Background: an optimization exercise with open tools, aiming at small area. Do not read the settings as production practice.
Only simulation tests tie the RTL to the original design; equivalence was not proved.
The flow treats the clock pin as an ideal source, which a real chip does not have.
Power figures rest on the tool's default switching activity, not on a simulated workload.

Setup of job 7197:
// ackerchip
module ackerchip (
  input  wire        clock,
  input  wire        reset,                    
  input  wire        rs232_Data_out_valid,
  input  wire [7:0]  rs232_Data_out,
  input  wire        rs232_Ready_for_Data_in,
  output wire        rs232_Data_in_valid,
  output wire [7:0]  rs232_Data_in,
  input  wire        adc_Data_out_valid,
  input  wire [13:0] adc_Data_out_ch0,
  input  wire [13:0] adc_Data_out_ch1,
  output wire        oc_rotation_on,
  output wire        oc_power,
  output wire        oc_action,
  output wire        pwm_out
);
export LEC_CHECK = 0
export CAP_MARGIN = 20
export CORE_MARGIN = 2
export CORE_UTILIZATION = 60
export CTS_BUF_LIST = sky130_fd_sc_hd__clkbuf_8
export GPL_TIMING_DRIVEN = 0
export PLACE_DENSITY = 0.7
export SLEW_MARGIN = 20
create_clock -name core_clock -period 10.0 [get_ports {clock}]
standard.sh (not shown) runs the stock make flow with config.mk's settings and CLKGATE_MAP_FILE= SYNTH_SCRIPT=/design/flow/synth_recipe.tcl, a recipe that flattens the netlist after the stock synthesis.
==> flow/flow/run.sh <==
#!/bin/bash
# Own layout flow: the standard flow (standard synthesis unchanged), with
#  - the port buffers made from buf_1 cells,
set -euo pipefail
HERE=$(pwd)
export BUFFER_PORTS_ARGS="-buffer_cell sky130_fd_sc_hd__buf_1"
export CTS_ARGS="-sink_clustering_enable -repair_clock_nets -dont_use_dummy_load -buf_list sky130_fd_sc_hd__clkbuf_8"
export POST_CTS_TCL="$HERE/flow/post_cts.tcl"
export CTS_SINK_SLEW_MAX=0.115
export REMOVE_ABC_BUFFERS=1
bash standard.sh > "$HERE/flow_make.log" 2>&1
==> flow/flow/post_cts.tcl <==
# After clock tree synthesis: give each clock buffer the smallest size that
# keeps every flip-flop clock pin it drives (directly or through further
# clock buffers) at a slew of at most CTS_SINK_SLEW_MAX (ns, placement
# parasitics). Leaf buffers are sized first, then the buffers above them,
# then the leaves again; the placement is legalized at the end.
set ::clkbuf_sizes {sky130_fd_sc_hd__clkbuf_1 sky130_fd_sc_hd__clkbuf_2 sky130_fd_sc_hd__clkbuf_4
  sky130_fd_sc_hd__clkbuf_8 sky130_fd_sc_hd__clkbuf_16}
proc is_clkbuf { inst } {
  return [string match "sky130_fd_sc_hd__clkbuf_*" [get_property $inst ref_name]]
}
proc load_pins { inst } {
  set out [get_pins -of_objects $inst -filter "direction==output"]
  return [get_pins -of_objects [get_nets -of_objects $out] -filter "direction==input"]
}
# worst slew over the register clock pins below inst
proc worst_sink_slew { inst } {
  set worst 0
  foreach p [load_pins $inst] {
    set c [get_cells -of_objects $p]
    if { [is_clkbuf $c] } {
      set s [worst_sink_slew $c]
    } else {
      set s [get_property $p slew_max]
    }
    if { $s > $worst } { set worst $s }
  }
  return $worst
}
proc drives_clkbuf { inst } {
  foreach p [load_pins $inst] {
    if { [is_clkbuf [get_cells -of_objects $p]] } { return 1 }
  }
  return 0
}
proc size_buffer { inst limit } {

  set orig [get_property $inst ref_name]
  foreach size $::clkbuf_sizes {
    replace_cell $inst $size
    estimate_parasitics -placement
    if { [worst_sink_slew $inst] <= $limit } {
      if { $size ne $orig } { puts "clock buffer [get_property $inst full_name]: $orig -> $size" }
      return
    }
  }
  replace_cell $inst $orig
  estimate_parasitics -placement
}
set limit $::env(CTS_SINK_SLEW_MAX)
estimate_parasitics -placement
set leaves {}
set upper {}
foreach inst [get_cells *] {
  if { [is_clkbuf $inst] } {
    if { [drives_clkbuf $inst] } { lappend upper $inst } else { lappend leaves $inst }
  }
}
foreach inst $leaves { size_buffer $inst $limit }
foreach inst $upper { size_buffer $inst $limit }
foreach inst $leaves { size_buffer $inst $limit }
detailed_placement
check_placement -verbose
estimate_parasitics -placement
Input changes introduced in job 6623 (baseline for comparison: job 7197):
-- flow/flow/run.sh --
<<< job 7197, line 2
# Own layout flow: the standard flow (standard synthesis unchanged), with
#  - the port buffers made from buf_1 cells,
set -euo pipefail
HERE=$(pwd)
>>> job 6623, line 2
# Own layout flow: the standard flow (standard synthesis unchanged), with
#  - the port buffers made from buf_1 cells,
#  - clock tree synthesis without dummy loads, and each clock buffer then
#    sized down to the smallest size that keeps its sinks' clock slew within
#    CTS_SINK_SLEW_MAX (flow/post_cts.tcl).
# make's output goes to flow_make.log in this folder; each tool's full output
# is in the ORFS logs under orfs/logs.
set -euo pipefail
HERE=$(pwd)
- Relative contribution of the clock network to total power: job 6623 vs job 7197, no meaningful difference
- Diff job 7197 -> job 6623: clock transition at the register clock pins on the worst setup and hold paths after CTS neither gained nor lost much; basic-gate share of the synthesized area counting and, or, nand and nor cells neither gained nor lost much; adder-cell area share of the yosys netlist neither gained nor lost much; post-synthesis compound-gate area fraction neither gained nor lost much.
Here is what was changed in the inputs of job 9853 compared with job 6623.
-- flow/flow/run.sh --
<<< job 6623, line 12
export CTS_ARGS="-sink_clustering_enable -repair_clock_nets -dont_use_dummy_load -buf_list sky130_fd_sc_hd__clkbuf_8"
export POST_CTS_TCL="$HERE/flow/post_cts.tcl"
export CTS_SINK_SLEW_MAX=0.115
export REMOVE_ABC_BUFFERS=1
bash standard.sh > "$HERE/flow_make.log" 2>&1
>>> job 9853, line 12
export CTS_ARGS="-sink_clustering_enable -repair_clock_nets -dont_use_dummy_load -buf_list sky130_fd_sc_hd__clkbuf_8"
export POST_CTS_TCL="$HERE/flow/post_cts.tcl"
export CTS_SINK_SLEW_MAX=0.12
bash standard.sh > "$HERE/flow_make.log" 2>&1
==> flow/config.mk <==
export PLATFORM = sky130hd
export DESIGN_NAME = ackerchip
export DESIGN_NICKNAME = ackerchip
export VERILOG_FILES = /design/flow/design.v
export SDC_FILE = /design/flow/constraint.sdc
export NUM_CORES = 4
export LEC_CHECK = 0
export CAP_MARGIN = 20
export CORE_MARGIN = 2
export CORE_UTILIZATION = 75
export CTS_BUF_LIST = sky130_fd_sc_hd__clkbuf_8
export PLACE_DENSITY = 0.85
export SLEW_MARGIN = 20
Notes after the runs:
Per the comparison of job 9853 with job 6623, total core area went down 20%; global-route usage went up 7.8 points; met1 capacity usage during global routing went up 7.9 points; timing-limited maximum frequency held.
The following lists how job 2606 was set up differently from job 9853:
-- flow/flow/post_cts.tcl --
<<< job 9853, line 4
# parasitics). Leaf buffers are sized first, then the buffers above them,
# then the leaves again; the placement is legalized at the end.
set ::clkbuf_sizes {sky130_fd_sc_hd__clkbuf_1 sky130_fd_sc_hd__clkbuf_2 sky130_fd_sc_hd__clkbuf_4
  sky130_fd_sc_hd__clkbuf_8 sky130_fd_sc_hd__clkbuf_16}
proc is_clkbuf { inst } {
>>> job 2606, line 4
# parasitics). Leaf buffers are sized first, then the buffers above them,
# then the leaves again; the placement is legalized at the end.
set clkbuf_sizes {sky130_fd_sc_hd__clkbuf_1 sky130_fd_sc_hd__clkbuf_2 sky130_fd_sc_hd__clkbuf_4
  sky130_fd_sc_hd__clkbuf_8 sky130_fd_sc_hd__clkbuf_16}
proc is_clkbuf { inst } {
<<< job 9853, line 34
}
proc size_buffer { inst limit } {

  set orig [get_property $inst ref_name]
  foreach size $::clkbuf_sizes {
    replace_cell $inst $size
    estimate_parasitics -placement
>>> job 2606, line 34
}
proc size_buffer { inst limit } {
  global clkbuf_sizes
  set orig [get_property $inst ref_name]
  foreach size $clkbuf_sizes {
    replace_cell $inst $size
    estimate_parasitics -placement
-- flow/config.mk --
<<< job 9853, line 8
export CAP_MARGIN = 20
export CORE_MARGIN = 2
export CORE_UTILIZATION = 75
export CTS_BUF_LIST = sky130_fd_sc_hd__clkbuf_8
export PLACE_DENSITY = 0.85
export SLEW_MARGIN = 20
>>> job 2606, line 8
export CAP_MARGIN = 20
export CORE_MARGIN = 2
export CORE_UTILIZATION = 60
export CTS_BUF_LIST = sky130_fd_sc_hd__clkbuf_8
export PLACE_DENSITY = 0.7
export SLEW_MARGIN = 20
Job 2606 | ERROR | clock tree synthesis (4_1_cts). Going from job 9853 to job 2606, chip height grew by more than 10%. Cell area after placement of job 2606 exceeds that of job 9853 slightly. Taking job 9853 as the reference, in job 2606 I/O pin count about even, number of standard-cell rows in the floorplan rose about 12%, share of the synthesized netlist area taken by xor and xnor gates about even, placer's final routability congestion estimate fell 1.9%, initial core utilization fell 15 points. Relative to job 9853, job 2606 improves final HPWL from detailed placement.

========
alpha:
The RTL this note starts from:
==> flow/design.v <==
`timescale 1ns / 1ps
module ackerchip (
  input  wire        clock,
  input  wire        reset,                    
  input  wire        rs232_Data_out_valid,
  input  wire [7:0]  rs232_Data_out,
  input  wire        rs232_Ready_for_Data_in,
  output wire        rs232_Data_in_valid,
  output wire [7:0]  rs232_Data_in,
  input  wire        adc_Data_out_valid,
  input  wire [13:0] adc_Data_out_ch0,
  input  wire [13:0] adc_Data_out_ch1,
  output wire        oc_rotation_on,
  output wire        oc_power,
  output wire        oc_action,
  output wire        pwm_out
);
reg  [7:0] count;
reg        pwm_q;
reg  [7:0] distance;
reg        power;
reg pwm_gt;
integer gi;
always @(*) begin
  pwm_gt = 1'b0;
  for (gi = 0; gi < 8; gi = gi + 1)
    pwm_gt = count[gi] ? (distance[gi] & pwm_gt) : (distance[gi] | pwm_gt);
end
always @(posedge clock) begin
  if (reset == 1'b0) count <= 8'd0;
  else               count <= count + 8'd1;
  pwm_q <= pwm_gt & power;
end
assign pwm_out = pwm_q;
reg F;
always @(posedge clock)
  if (reset == 1'b0)  F <= 1'b1;
  else if (count[2])  F <= 1'b0;
wire intro = F & (count[2:0] == 3'd0);    
wire first = F & (count[2:0] != 3'd0);    
wire [1:0] s = count[1:0] - 2'd1;          
reg [16:0] T0, T1, T2, T3;
reg [3:0]  K0, K1, K2, K3;
reg        D0, D1, D2, D3;                
reg        set_v;                          
wire [3:0] set_k;
wire [1:0] set_s;
reg  [7:0] delay;
wire       delay_done = (delay == 8'd0);
reg  [1:0] da_st;                          
wire       da_ready = ~da_st[1];
wire [3:0]  ho = T0[16:13];
wire [12:0] hi = T0[12:0];
wire hi_z = (hi == 13'd0);
wire ho_z = (ho == 4'd0);
wire tdone = hi_z & ho_z;
wire sample = ~F & adc_Data_out_valid & da_ready & tdone & delay_done;
reg [12:0] ldef, ldef1;
always @(*) begin
  case (s)
    2'd0: begin ldef = 13'd5360; ldef1 = 13'd2528; end    
    2'd1: begin ldef = 13'd5493; ldef1 = 13'd2795; end    
    2'd2: begin ldef = 13'd2402; ldef1 = 13'd4805; end    
    default: begin ldef = 13'd1378; ldef1 = 13'd2757; end  
  endcase
end
wire hi_fb = (hi[12] ^ hi[11] ^ hi[10] ^ hi[9] ^ hi[8] ^ hi[1]) & (hi[11:0] != 12'd0);
wire [12:0] hi_step = {hi[11:0], hi_fb};
wire wrap = hi_z & ~ho_z;
wire [12:0] i_dec = hi_step | (wrap ? 13'd7905 : 13'd0);    
wire [3:0]  o_dec = wrap ? ho - 4'd1 : ho;
wire [16:0] t_new = first ? {4'd0, ldef1}
                          : ({o_dec, i_dec} | (sample ? (D0 ? {4'd0, ldef} : {K0, 13'd0}) : 17'd0));
wire [1:0] wslot = set_s - count[1:0];
wire w0 = set_v & (wslot == 2'd0);
wire w1 = set_v & (wslot == 2'd1);
wire w2 = set_v & (wslot == 2'd2);
wire w3 = set_v & (wslot == 2'd3);
always @(posedge clock) begin
  T0 <= T1; T1 <= T2; T2 <= T3; T3 <= t_new;
  K0 <= w0 ? set_k : K1;
  K1 <= w1 ? set_k : K2;
  K2 <= w2 ? set_k : K3;
  K3 <= w3 ? set_k : K0;
  if (reset == 1'b0) begin
    D0 <= 1'b1; D1 <= 1'b1; D2 <= 1'b1; D3 <= 1'b1;
  end else begin
    D0 <= ~w0 & D1;
    D1 <= ~w1 & D2;
    D2 <= ~w2 & D3;
    D3 <= ~w3 & D0;
  end
  delay <= (intro | sample) ? 8'd35 : {delay[6:0], (delay[7] ^ delay[5] ^ delay[4] ^ delay[3]) & (delay[6:0] != 7'd0)};   
end
reg [13:0] sdata;
reg [1:0]  stype;
reg        tx_valid;
reg [7:0]  tx_data;
wire [5:0] t6 = sdata[13:8];
wire t6_z  = (t6 == 6'd0);
wire send0 = (da_st == 2'd3) & rs232_Ready_for_Data_in;
wire send1 = (da_st == 2'd2) & rs232_Ready_for_Data_in & t6_z;
always @(posedge clock) begin
  if (sample) begin
    sdata <= s[0] ? adc_Data_out_ch1 : adc_Data_out_ch0;
    stype <= s;
  end else if (send0)
    sdata[13:8] <= 6'd10;
  else if (da_st == 2'd2)
    sdata[13:8] <= {t6[4:0], (t6[5] ^ t6[4]) & (t6[4:0] != 5'd0)};
  if (reset == 1'b0) begin
    da_st    <= 2'd0;
    tx_valid <= 1'b0;
    tx_data  <= 8'd0;
  end else begin
    case (da_st)
      2'd0: da_st <= sample ? 2'd1 : 2'd0;
      2'd1: da_st <= 2'd3;
      2'd3: da_st <= rs232_Ready_for_Data_in ? 2'd2 : 2'd3;
      default: da_st <= send1 ? 2'd0 : 2'd2;
    endcase
    tx_valid <= send0 | send1;
    if (send0)      tx_data <= {stype, sdata[13:8]};
    else if (send1) tx_data <= sdata[7:0];
  end
end
assign rs232_Data_in_valid = tx_valid;
assign rs232_Data_in       = tx_data;
reg        last_valid;
reg        rot;
reg  [1:0] q;
reg  [4:0] pump_time;
reg  [12:0] X;
reg  [7:0] last_pos;
reg        action;
wire rx   = rs232_Data_out_valid & ~last_valid;
assign set_k = X[8:5];
assign set_s = X[10:9];
wire [7:0] d = rs232_Data_out;
wire b0   = (q == 2'd0);
wire b1   = (q == 2'd1);
wire b2   = (q == 2'd3);
wire pump = (q == 2'd2) & ~rot;
wire pt_z = (pump_time == 5'd0);
wire px_z = (X[10:0] == 11'd0);
wire at_target = (last_pos == X[12:5]);
wire rt_e = (X[4:0] == 5'b00001);
wire px_fb = (X[10] ^ X[8]) & (X[9:0] != 10'd0);
wire [10:0] px_step = {X[9:0], px_fb} | (px_z ? 11'd13 : 11'd0);
always @(posedge clock) begin
  if (~q[1])
    X <= {d, 5'b00010};
  else if (q[0])
    X[4:0] <= 5'b00010;
  else if (rot) begin
    if (at_target) X[10:0] <= 11'd13;
    else           X[4:0]  <= {X[3:0], X[4] ^ X[2]};
  end else
    X[10:0] <= px_step;
  if (b0)
    pump_time <= d[4:0];
  else if (pump & px_z)                     
    pump_time <= pump_time - 5'd1;
  if (q[0]) distance <= d;                  
  if (reset == 1'b0) begin
    last_valid <= 1'b0;
    rot        <= 1'b0;
    q          <= 2'd0;
    last_pos   <= 8'd0;
    action     <= 1'b0;
    power      <= 1'b0;
    set_v      <= 1'b0;
  end else begin
    last_valid <= rs232_Data_out_valid;
    set_v      <= b0 & rx & (d[7:6] == 2'b01);
    power      <= pump & ~pt_z;
    if (b0)
      action <= rx & (d[7:5] == 3'b001);
    else if (pump & pt_z)
      action <= 1'b0;
    if (rot & rt_e & ~at_target) last_pos <= last_pos + 8'd1;
    case (q)
      2'd0: if (rx & (d[7:6] == 2'b00)) q <= 2'd1;
      2'd1: if (rx) q <= 2'd3;
      2'd3: if (rx) begin q <= 2'd2; rot <= 1'b1; end
      default:
        if (rot) begin
          if (at_target) rot <= 1'b0;
        end else if (pt_z) q <= 2'd0;
    endcase
  end
end
assign oc_rotation_on = rot;
assign oc_power       = power;
assign oc_action      = action;
endmodule
==> flow/config.mk <==
export PLATFORM = sky130hd
export DESIGN_NAME = ackerchip
export DESIGN_NICKNAME = ackerchip
export VERILOG_FILES = /design/flow/design.v
export SDC_FILE = /design/flow/constraint.sdc
export NUM_CORES = 4
export LEC_CHECK = 0
export CAP_MARGIN = 20
export CORE_MARGIN = 2
export CORE_UTILIZATION = 60
export CTS_BUF_LIST = sky130_fd_sc_hd__clkbuf_8
export GPL_TIMING_DRIVEN = 0
export PLACE_DENSITY = 0.7
export SLEW_MARGIN = 20
==> flow/constraint.sdc <==
create_clock -name core_clock -period 10.0 [get_ports {clock}]
set_input_delay 2.0000 -clock core_clock [delete_from_list [all_inputs] [get_ports {clock}]]
set_output_delay 2.0000 -clock core_clock [all_outputs]
set_load 0.01 [all_outputs]
==> flow/flow/run.sh <==
#!/bin/bash
# Own layout flow: the standard flow (standard synthesis unchanged), with
#  - the port buffers made from buf_1 cells,
#  - clock tree synthesis without dummy loads, and each clock buffer then
#    sized down to the smallest size that keeps its sinks' clock slew within
#    CTS_SINK_SLEW_MAX (flow/post_cts.tcl).
# make's output goes to flow_make.log in this folder; each tool's full output
# is in the ORFS logs under orfs/logs.
set -euo pipefail
HERE=$(pwd)
export BUFFER_PORTS_ARGS="-buffer_cell sky130_fd_sc_hd__buf_1"
export CTS_ARGS="-sink_clustering_enable -repair_clock_nets -dont_use_dummy_load -buf_list sky130_fd_sc_hd__clkbuf_8"
export POST_CTS_TCL="$HERE/flow/post_cts.tcl"
export CTS_SINK_SLEW_MAX=0.12
export REMOVE_ABC_BUFFERS=1
bash standard.sh > "$HERE/flow_make.log" 2>&1
==> flow/flow/post_cts.tcl <==
# After clock tree synthesis: give each clock buffer the smallest size that
# keeps every flip-flop clock pin it drives (directly or through further
# clock buffers) at a slew of at most CTS_SINK_SLEW_MAX (ns, placement
# parasitics). Leaf buffers are sized first, then the buffers above them,
# then the leaves again; the placement is legalized at the end.
set ::clkbuf_sizes {sky130_fd_sc_hd__clkbuf_1 sky130_fd_sc_hd__clkbuf_2 sky130_fd_sc_hd__clkbuf_4
  sky130_fd_sc_hd__clkbuf_8 sky130_fd_sc_hd__clkbuf_16}
proc is_clkbuf { inst } {
  return [string match "sky130_fd_sc_hd__clkbuf_*" [get_property $inst ref_name]]
}
proc load_pins { inst } {
  set out [get_pins -of_objects $inst -filter "direction==output"]
  return [get_pins -of_objects [get_nets -of_objects $out] -filter "direction==input"]
}
# worst slew over the register clock pins below inst
proc worst_sink_slew { inst } {
  set worst 0
  foreach p [load_pins $inst] {
    set c [get_cells -of_objects $p]
    if { [is_clkbuf $c] } {
      set s [worst_sink_slew $c]
    } else {
      set s [get_property $p slew_max]
    }
    if { $s > $worst } { set worst $s }
  }
  return $worst
}
proc drives_clkbuf { inst } {
  foreach p [load_pins $inst] {
    if { [is_clkbuf [get_cells -of_objects $p]] } { return 1 }
  }
  return 0
}
proc size_buffer { inst limit } {

  set orig [get_property $inst ref_name]
  foreach size $::clkbuf_sizes {
    replace_cell $inst $size
    estimate_parasitics -placement
    if { [worst_sink_slew $inst] <= $limit } {
      if { $size ne $orig } { puts "clock buffer [get_property $inst full_name]: $orig -> $size" }
      return
    }
  }
  replace_cell $inst $orig
  estimate_parasitics -placement
}
set limit $::env(CTS_SINK_SLEW_MAX)
estimate_parasitics -placement
set leaves {}
set upper {}
foreach inst [get_cells *] {
  if { [is_clkbuf $inst] } {
    if { [drives_clkbuf $inst] } { lappend upper $inst } else { lappend leaves $inst }
  }
}
foreach inst $leaves { size_buffer $inst $limit }
foreach inst $upper { size_buffer $inst $limit }
foreach inst $leaves { size_buffer $inst $limit }
detailed_placement
check_placement -verbose
estimate_parasitics -placement
In summary, alpha completed successfully, with a layout that passed the timing, DRC and antenna checks.
The inputs of beta differ from those of alpha as listed below.
Settings: GPL_TIMING_DRIVEN: 0 -> unset; CORE_UTILIZATION: 60 -> 75; PLACE_DENSITY: 0.7 -> 0.85.
-- flow/flow/run.sh --
<<< alpha, line 15
export REMOVE_ABC_BUFFERS=1
>>> beta, line 15
-- flow/flow/post_cts.tcl --
<<< alpha, line 6
set ::clkbuf_sizes {sky130_fd_sc_hd__clkbuf_1 sky130_fd_sc_hd__clkbuf_2 sky130_fd_sc_hd__clkbuf_4
>>> beta, line 6
set clkbuf_sizes {sky130_fd_sc_hd__clkbuf_1 sky130_fd_sc_hd__clkbuf_2 sky130_fd_sc_hd__clkbuf_4
<<< alpha, line 36

>>> beta, line 36
  global clkbuf_sizes
<<< alpha, line 38
  foreach size $::clkbuf_sizes {
>>> beta, line 38
  foreach size $clkbuf_sizes {
Notes after the runs:
The flow ended early for beta: it failed with a tool error in clock tree synthesis (4_1_cts). Initial core utilization in beta is 15 points above alpha. Number of input and output port buffers inserted: alpha vs beta — no meaningful difference. In the tables for alpha and beta, horizontal die dimension reads lower with beta. Re share of synthesized area spent on multiplexers: no difference whatsoever between alpha and beta. Cell area after synthesis: beta vs alpha identical. Compared with alpha, in beta weighted congestion reported at the end of routability-driven placement rose by about 14%; adder and majority cell fraction of the synthesized area shows no meaningful change; worst slack at placement decreased 0.24 ns; die height lower; row count decreased 4. As far as compound-cell area share of the yosys netlist goes, alpha and beta are indistinguishable; the numbers are identical.
Relative to beta, the following input files were edited for gamma:
Settings: changing CORE_UTILIZATION from 75 to 60; changing PLACE_DENSITY from 0.85 to 0.7.
-- flow/flow/post_cts.tcl --
<<< beta, line 6
set clkbuf_sizes {sky130_fd_sc_hd__clkbuf_1 sky130_fd_sc_hd__clkbuf_2 sky130_fd_sc_hd__clkbuf_4
>>> gamma, line 6
set ::clkbuf_sizes {sky130_fd_sc_hd__clkbuf_1 sky130_fd_sc_hd__clkbuf_2 sky130_fd_sc_hd__clkbuf_4
<<< beta, line 36
  global clkbuf_sizes
>>> gamma, line 36

<<< beta, line 38
  foreach size $clkbuf_sizes {
>>> gamma, line 38
  foreach size $::clkbuf_sizes {
## What came out
beta → gamma: number of rows in the core area now sits higher; initial core utilization moved down; synthesized netlist cell count held steady; die boundary width picked up an extra about 11%. Re sequential-to-total area share from yosys stat: no difference whatsoever between gamma and beta. Cell count after placement is higher on gamma. Between beta and gamma, cell area after placement is higher for gamma, beta comes in under that. In summary, gamma completed successfully, with a layout that passed the timing, DRC and antenna checks. HPWL reported at the end of detailed placement (lower): gamma. Compared with beta, gamma shows a lower final weighted congestion in routability-driven placement.
Setup changes, gamma to delta
Settings: GPL_TIMING_DRIVEN newly set to 0.
-- flow/flow/run.sh --
<<< gamma, line 14
export CTS_SINK_SLEW_MAX=0.12
>>> delta, line 14
export CTS_SINK_SLEW_MAX=0.115
export REMOVE_ABC_BUFFERS=1
export POST_GLOBAL_ROUTE_TCL="$HERE/flow/post_grt.tcl"
export CTS_SINK_SLEW_MAX_GRT=0.122
==> flow/flow/post_grt.tcl (new file) <==
# After global routing: re-check each clock buffer's size with global-routing
# parasitics. A buffer is given the smallest size that keeps every flip-flop
# clock pin below it at a slew of at most CTS_SINK_SLEW_MAX_GRT (ns). Then
# the placement is legalized and the changed nets are routed again.
set ::grt_clkbuf_sizes {sky130_fd_sc_hd__clkbuf_1 sky130_fd_sc_hd__clkbuf_2 sky130_fd_sc_hd__clkbuf_4
  sky130_fd_sc_hd__clkbuf_8 sky130_fd_sc_hd__clkbuf_16}
proc grt_is_clkbuf { inst } {
  return [string match "sky130_fd_sc_hd__clkbuf_*" [get_property $inst ref_name]]
}
proc grt_load_pins { inst } {
  set out [get_pins -of_objects $inst -filter "direction==output"]
  return [get_pins -of_objects [get_nets -of_objects $out] -filter "direction==input"]
}
proc grt_worst_sink_slew { inst } {
  set worst 0
  foreach p [grt_load_pins $inst] {
    set c [get_cells -of_objects $p]
    if { [grt_is_clkbuf $c] } {
      set s [grt_worst_sink_slew $c]
    } else {
      set s [get_property $p slew_max]
    }
    if { $s > $worst } { set worst $s }
  }
  return $worst
}
proc grt_drives_clkbuf { inst } {
  foreach p [grt_load_pins $inst] {
    if { [grt_is_clkbuf [get_cells -of_objects $p]] } { return 1 }
  }
  return 0
}
proc grt_size_buffer { inst limit } {
  set orig [get_property $inst ref_name]
  foreach size $::grt_clkbuf_sizes {
    replace_cell $inst $size
    estimate_parasitics -global_routing
    if { [grt_worst_sink_slew $inst] <= $limit } {
      if { $size ne $orig } { puts "clock buffer [get_property $inst full_name]: $orig -> $size" }
      return
    }
  }
  replace_cell $inst sky130_fd_sc_hd__clkbuf_16
  estimate_parasitics -global_routing
}
proc grt_size_clock_buffers { limit } {
  set leaves {}
  set upper {}
  foreach inst [get_cells *] {
    if { [grt_is_clkbuf $inst] } {
      if { [grt_drives_clkbuf $inst] } { lappend upper $inst } else { lappend leaves $inst }
    }
  }
  global_route -start_incremental
  estimate_parasitics -global_routing
  foreach inst $leaves { grt_size_buffer $inst $limit }
  foreach inst $upper { grt_size_buffer $inst $limit }
  foreach inst $leaves { grt_size_buffer $inst $limit }
  detailed_placement
  check_placement -verbose
  global_route -end_incremental
  estimate_parasitics -global_routing
}
grt_size_clock_buffers $::env(CTS_SINK_SLEW_MAX_GRT)
==> results.txt <==
Per the comparison of delta with gamma, total wire length after detailed routing decreased 4.7%, first-iteration DRC count went up, multiplexer share of the synthesized area flat, met1 routed wirelength after detailed routing dropped 1.6%, global-route usage now sits lower.
On design area, delta tracks gamma almost exactly.
Against gamma, total power in delta came out better.
Delta (delta minus gamma): clock-pin slew on the worst setup and hold paths now smaller, largest voltage drop on the vdd net now larger, register share of the cell area comparable, number of design rule violations left after detail routing comparable.
Edits applied to the flow inputs when going from delta to epsilon:
-- flow/flow/run.sh --
<<< delta, line 14
export CTS_SINK_SLEW_MAX=0.115
>>> epsilon, line 14
export CTS_SINK_SLEW_MAX=0.125
<<< delta, line 16
export POST_GLOBAL_ROUTE_TCL="$HERE/flow/post_grt.tcl"
export CTS_SINK_SLEW_MAX_GRT=0.122
>>> epsilon, line 16
removed: flow/flow/post_grt.tcl
--- outcome ---
- In epsilon the part of the cycle the worst path needs turned out 0.34 points higher than in delta.
- In the tables for epsilon and delta, global routing met3 resource utilization reads lower with epsilon.
- Relative to delta, worst setup slack decreased by 0.034 ns in epsilon.
- [compare] base=delta new=epsilon: arrival time of data at the critical path endpoint up 0.04 ns, routed wirelength normalized by instance count up 0.48%.
- First-iteration DRC count is lower on epsilon
- Row achievable frequency: epsilon lower / delta higher
- In the metrics for epsilon and delta, the one carrying the lower clock group share of total power is epsilon.

afterwards: timing with drivers on the ports:
Ports are ideal in the flow. The routed layouts listed here were re-timed in OpenROAD.
Step 1, drivers: a clkbuf_16 drives clock and a buf_2 each remaining input, both assumed.
Step 2, shift: input delay + t, output delay - t, t = (earliest + latest rising clock arrival at the registers) / 2. This alone moves slack from input paths to output paths.
Slacks: ideal / step 1 / step 2; pairs: ideal / step 1.
run	t, ns	setup WS [ns]	worst register clock-pin slew, ns	cell pins on the clock port's net
job 7197	0.553	6.788 / 6.757 / 6.475	0.11 / 0.11	1
job 6623	0.553	6.788 / 6.757 / 6.475	0.11 / 0.11	1
job 9853	0.554	6.789 / 6.757 / 6.460	0.12 / 0.12	1
alpha	0.706	6.630 / 6.601 / 6.478	0.11 / 0.11	1
gamma	0.459	6.921 / 6.887 / 6.516	0.12 / 0.12	1
delta	0.439	6.935 / 6.904 / 6.497	0.11 / 0.11	1
epsilon	0.444	6.902 / 6.870 / 6.484	0.13 / 0.13	1
After both steps setup and hold are still met in every run listed. The setup slack of delta, which loses most, moves by -0.031 ns with the drivers and by -0.438 ns with both steps.
